Background: an optimization exercise with open tools, aiming at a short achievable clock period and few clock cycles. Do not read the settings as production practice. The RTL was checked by simulation tests, not by an equivalence proof against the original design. The flow treats the clock pin as an ideal source, which a real chip does not have. No activity file was given, so power comes from the tool's default toggle rates.

==> flow/design.v (excerpt) <==
module ad100_cpu
(
  input clk,
  input rst,  
  output     [29:0] addr_1,  
  input      [31:0] read_1,
  output     [29:0] addr_2,  
  input      [31:0] read_2,
  output reg [31:0] write_2,
  output reg        write_enable_1, write_enable_2, write_enable_3, write_enable_4
);
wire [29:0] program_counter;
reg  [29:0] fetch_address;
assign addr_1 = fetch_address;
wire [31:0] instruction = read_1;
wire [4:0] opcode1 = instruction[6:2];
wire [2:0] opcode2 = instruction[14:12];
wire       opcode3 = instruction[30];
wire [4:0] dest_reg  = instruction[11:7];
wire [4:0] src_reg_1 = instruction[19:15];
wire [4:0] src_reg_2 = instruction[24:20];
wire [31:0] immed_u = {instruction[31:12], 12'b0};                              
wire [31:0] immed_i = {{20{instruction[31]}}, instruction[31:20]};              
wire [31:0] immed_s = {{20{instruction[31]}}, instruction[31:25], instruction[11:7]};  
wire [29:0] jal_immed = {{11{instruction[31]}}, instruction[31], instruction[19:12], instruction[20], instruction[30:22]};
wire [29:0] b_immed   = {{19{instruction[31]}}, instruction[31], instruction[7], instruction[30:25], instruction[11:9]};
wire is_lui    = opcode1 == 5'b01101;
wire is_auipc  = opcode1 == 5'b00101;
wire is_jal    = opcode1 == 5'b11011;
wire is_jalr   = opcode1 == 5'b11001;
wire is_branch = opcode1 == 5'b11000;
wire is_load   = opcode1 == 5'b00000;
wire is_store  = opcode1 == 5'b01000;
wire is_opimm  = opcode1 == 5'b00100;
wire is_op     = opcode1 == 5'b01100;
  ...
clock: 20.0 ns
lec_check: 0
cap_margin: 70
core_margin: 2
core_utilization: 45
place_density: 0.7
slew_margin: 70
run.sh (not shown) runs the stock make flow with config.mk's settings and CLKGATE_MAP_FILE= SYNTH_SCRIPT=/design/flow/synth_recipe.tcl, a recipe that flattens the netlist after the stock synthesis.
Testbench counts at the start, summed over its fixed seeds: cycles 92,608.
Rerun with:
==> flow/flow/run.sh (new file) <==
#!/bin/bash
# Own layout flow: the standard flow (standard.sh), with ORFS's delay
# cells (clkdlybuf4s*, dlygate*, dlymetal*) kept out of the physical steps,
# so that port buffers and wire repeaters are plain buffers:
#  - they are on the don't-use list of the steps after synthesis,
#  - buffer_ports is told to use buf_4 (it picks its cell itself),
#  - after the resize and CTS steps, any delay cell repair inserted anyway
#    is replaced by a plain buffer (swap_delay*.tcl).
# Synthesis runs unchanged first.
set -euo pipefail
HERE=$(pwd)
bash standard.sh synth > synth.log 2>&1
DELAY_CELLS=""
for c in clkdlybuf4s15_1 clkdlybuf4s15_2 clkdlybuf4s18_1 clkdlybuf4s18_2 \
         clkdlybuf4s25_1 clkdlybuf4s25_2 clkdlybuf4s50_1 clkdlybuf4s50_2 \
         dlygate4sd1_1 dlygate4sd2_1 dlygate4sd3_1 \
         dlymetal6s2s_1 dlymetal6s4s_1 dlymetal6s6s_1; do
  DELAY_CELLS="$DELAY_CELLS sky130_fd_sc_hd__$c"
done
export DONT_USE_CELLS="$DELAY_CELLS"
export BUFFER_PORTS_ARGS="-buffer_cell sky130_fd_sc_hd__buf_4"
export POST_RESIZE_TCL="$HERE/flow/swap_delay.tcl"
export POST_CTS_TCL="$HERE/flow/swap_delay_dp.tcl"
bash standard.sh finish > layout.log 2>&1
==> flow/flow/swap_delay.tcl (new file) <==
# Replace any delay cell that repair left in the design by a plain buffer of
# similar drive (the don't-use list does not reach every buffering step).
set swapped 0
foreach inst [[ord::get_db_block] getInsts] {
  set m [[$inst getMaster] getName]
  if {[regexp {^sky130_fd_sc_hd__(clkdlybuf4s[0-9]+|dlygate4sd[0-9]|dlymetal6s[0-9]s)_([0-9]+)$} $m -> kind size]} {
    set new [expr {$size >= 2 ? "sky130_fd_sc_hd__buf_4" : "sky130_fd_sc_hd__buf_2"}]
    replace_cell [$inst getName] $new
    incr swapped
  }
}
puts "swap_delay: replaced $swapped delay cells"
==> flow/flow/swap_delay_dp.tcl (new file) <==
# As swap_delay.tcl, for a step that has already legalized the placement:
# legalize again if anything changed.
source [file join [file dirname [info script]] swap_delay.tcl]
if {$swapped > 0} {
  detailed_placement
  check_placement -verbose
}
==> flow/standard.sh (new file) <==
#!/bin/bash
# synth_recipe.tcl (not shown) runs the flow's synth.tcl, then flattens the netlist and writes it again
# the make line also repeats each setting of config.mk as NAME=value (left out here)
make -C /OpenROAD-flow-scripts/flow DESIGN_CONFIG=/design/flow/config.mk WORK_HOME=/design/flow/orfs CLKGATE_MAP_FILE= SYNTH_SCRIPT=/design/flow/synth_recipe.tcl "${@:-finish}"
- PLACE_DENSITY: 0.7 -> not set
removed: flow/run.sh
Sequential share of layout area stays flat.
Synthesized cell count stays the same.
Non-clock buffer count drops by 6.
Clock-buffer cell count stays the same.
Die area does not change.
Global-route usage goes down by 0.12 points.
Power climbs by about 1.7%.
Final area barely changes.
Rerun with:
- CORE_UTILIZATION: 45 -> 40
The changed run produced a clean layout.
Design area went down by 0.89%.
Setup slack gets better by 400 ps.
Total power drops by 2.7%.
Rerun with:
==> flow/flow/run.sh (replaced) <==
#!/bin/bash
# Own layout flow: the standard flow, with ORFS's delay cells
# (clkdlybuf4s*, dlygate*, dlymetal*) kept out of the physical steps, so that
# port buffers and wire repeaters are plain buffers (buffer_ports picks its
# cell itself, so it is named).
# Synthesis runs unchanged first; the don't-use list is extended only after.
set -euo pipefail
bash standard.sh synth > synth.log 2>&1
DELAY_CELLS=""
for c in clkdlybuf4s15_1 clkdlybuf4s15_2 clkdlybuf4s18_1 clkdlybuf4s18_2 \
         clkdlybuf4s25_1 clkdlybuf4s25_2 clkdlybuf4s50_1 clkdlybuf4s50_2 \
         dlygate4sd1_1 dlygate4sd2_1 dlygate4sd3_1 \
         dlymetal6s2s_1 dlymetal6s4s_1 dlymetal6s6s_1; do
  DELAY_CELLS="$DELAY_CELLS sky130_fd_sc_hd__$c"
done
export DONT_USE_CELLS="$DELAY_CELLS"
export BUFFER_PORTS_ARGS="-buffer_cell sky130_fd_sc_hd__buf_4"
bash standard.sh finish > layout.log 2>&1
removed: flow/flow/swap_delay.tcl
removed: flow/flow/swap_delay_dp.tcl
The changed run completed without violations.
Clock skew increases by 20 ps.
Total power increases slightly.
Final area stays flat.
Worst setup slack is worse by 300 ps.
Critical path depth increases by 3.
Sequential cell count stays the same.
Core utilization increases by 0.11 points.
Routed wire length increases slightly.
Register-to-register slack is worse by 300 ps.
Via count increases slightly.
Final cell count is about the same.

-- port drivers added, routing unchanged --
In the flow no input, the clock included, has a driving cell. The finished layouts below were timed again as built, in two steps. Step 1 assumes that a clkbuf_16 drives the clock port and a buf_2 every other input. Step 2 times the ports against the registers' clock, not the clock port: input delays grow and output delays shrink by t, the midpoint of the rising clock arrivals with the driver on. Three values: ideal, step 1, step 2; two values: the first two.
| run | t, ns | setup WS [ns] | worst register clock-pin slew, ns | worst data-port slew with drivers (ns) |
|---|---|---|---|---|
| the first run | 0.930 | 13.295 / 13.295 / 13.194 | 0.07 / 0.07 | 0.19 |
| the second run | 0.942 | 13.523 / 13.523 / 13.523 | 0.07 / 0.07 | 0.18 |
| the third run | 0.928 | 13.927 / 13.927 / 13.623 | 0.08 / 0.08 | 0.22 |
| the fourth run | 0.935 | 13.625 / 13.625 / 13.625 | 0.09 / 0.09 | 0.23 |
After both steps every run listed still meets setup and hold. For the third run, which loses most, drivers alone change the setup slack by 0.000 ns; drivers and shift together by -0.304 ns.
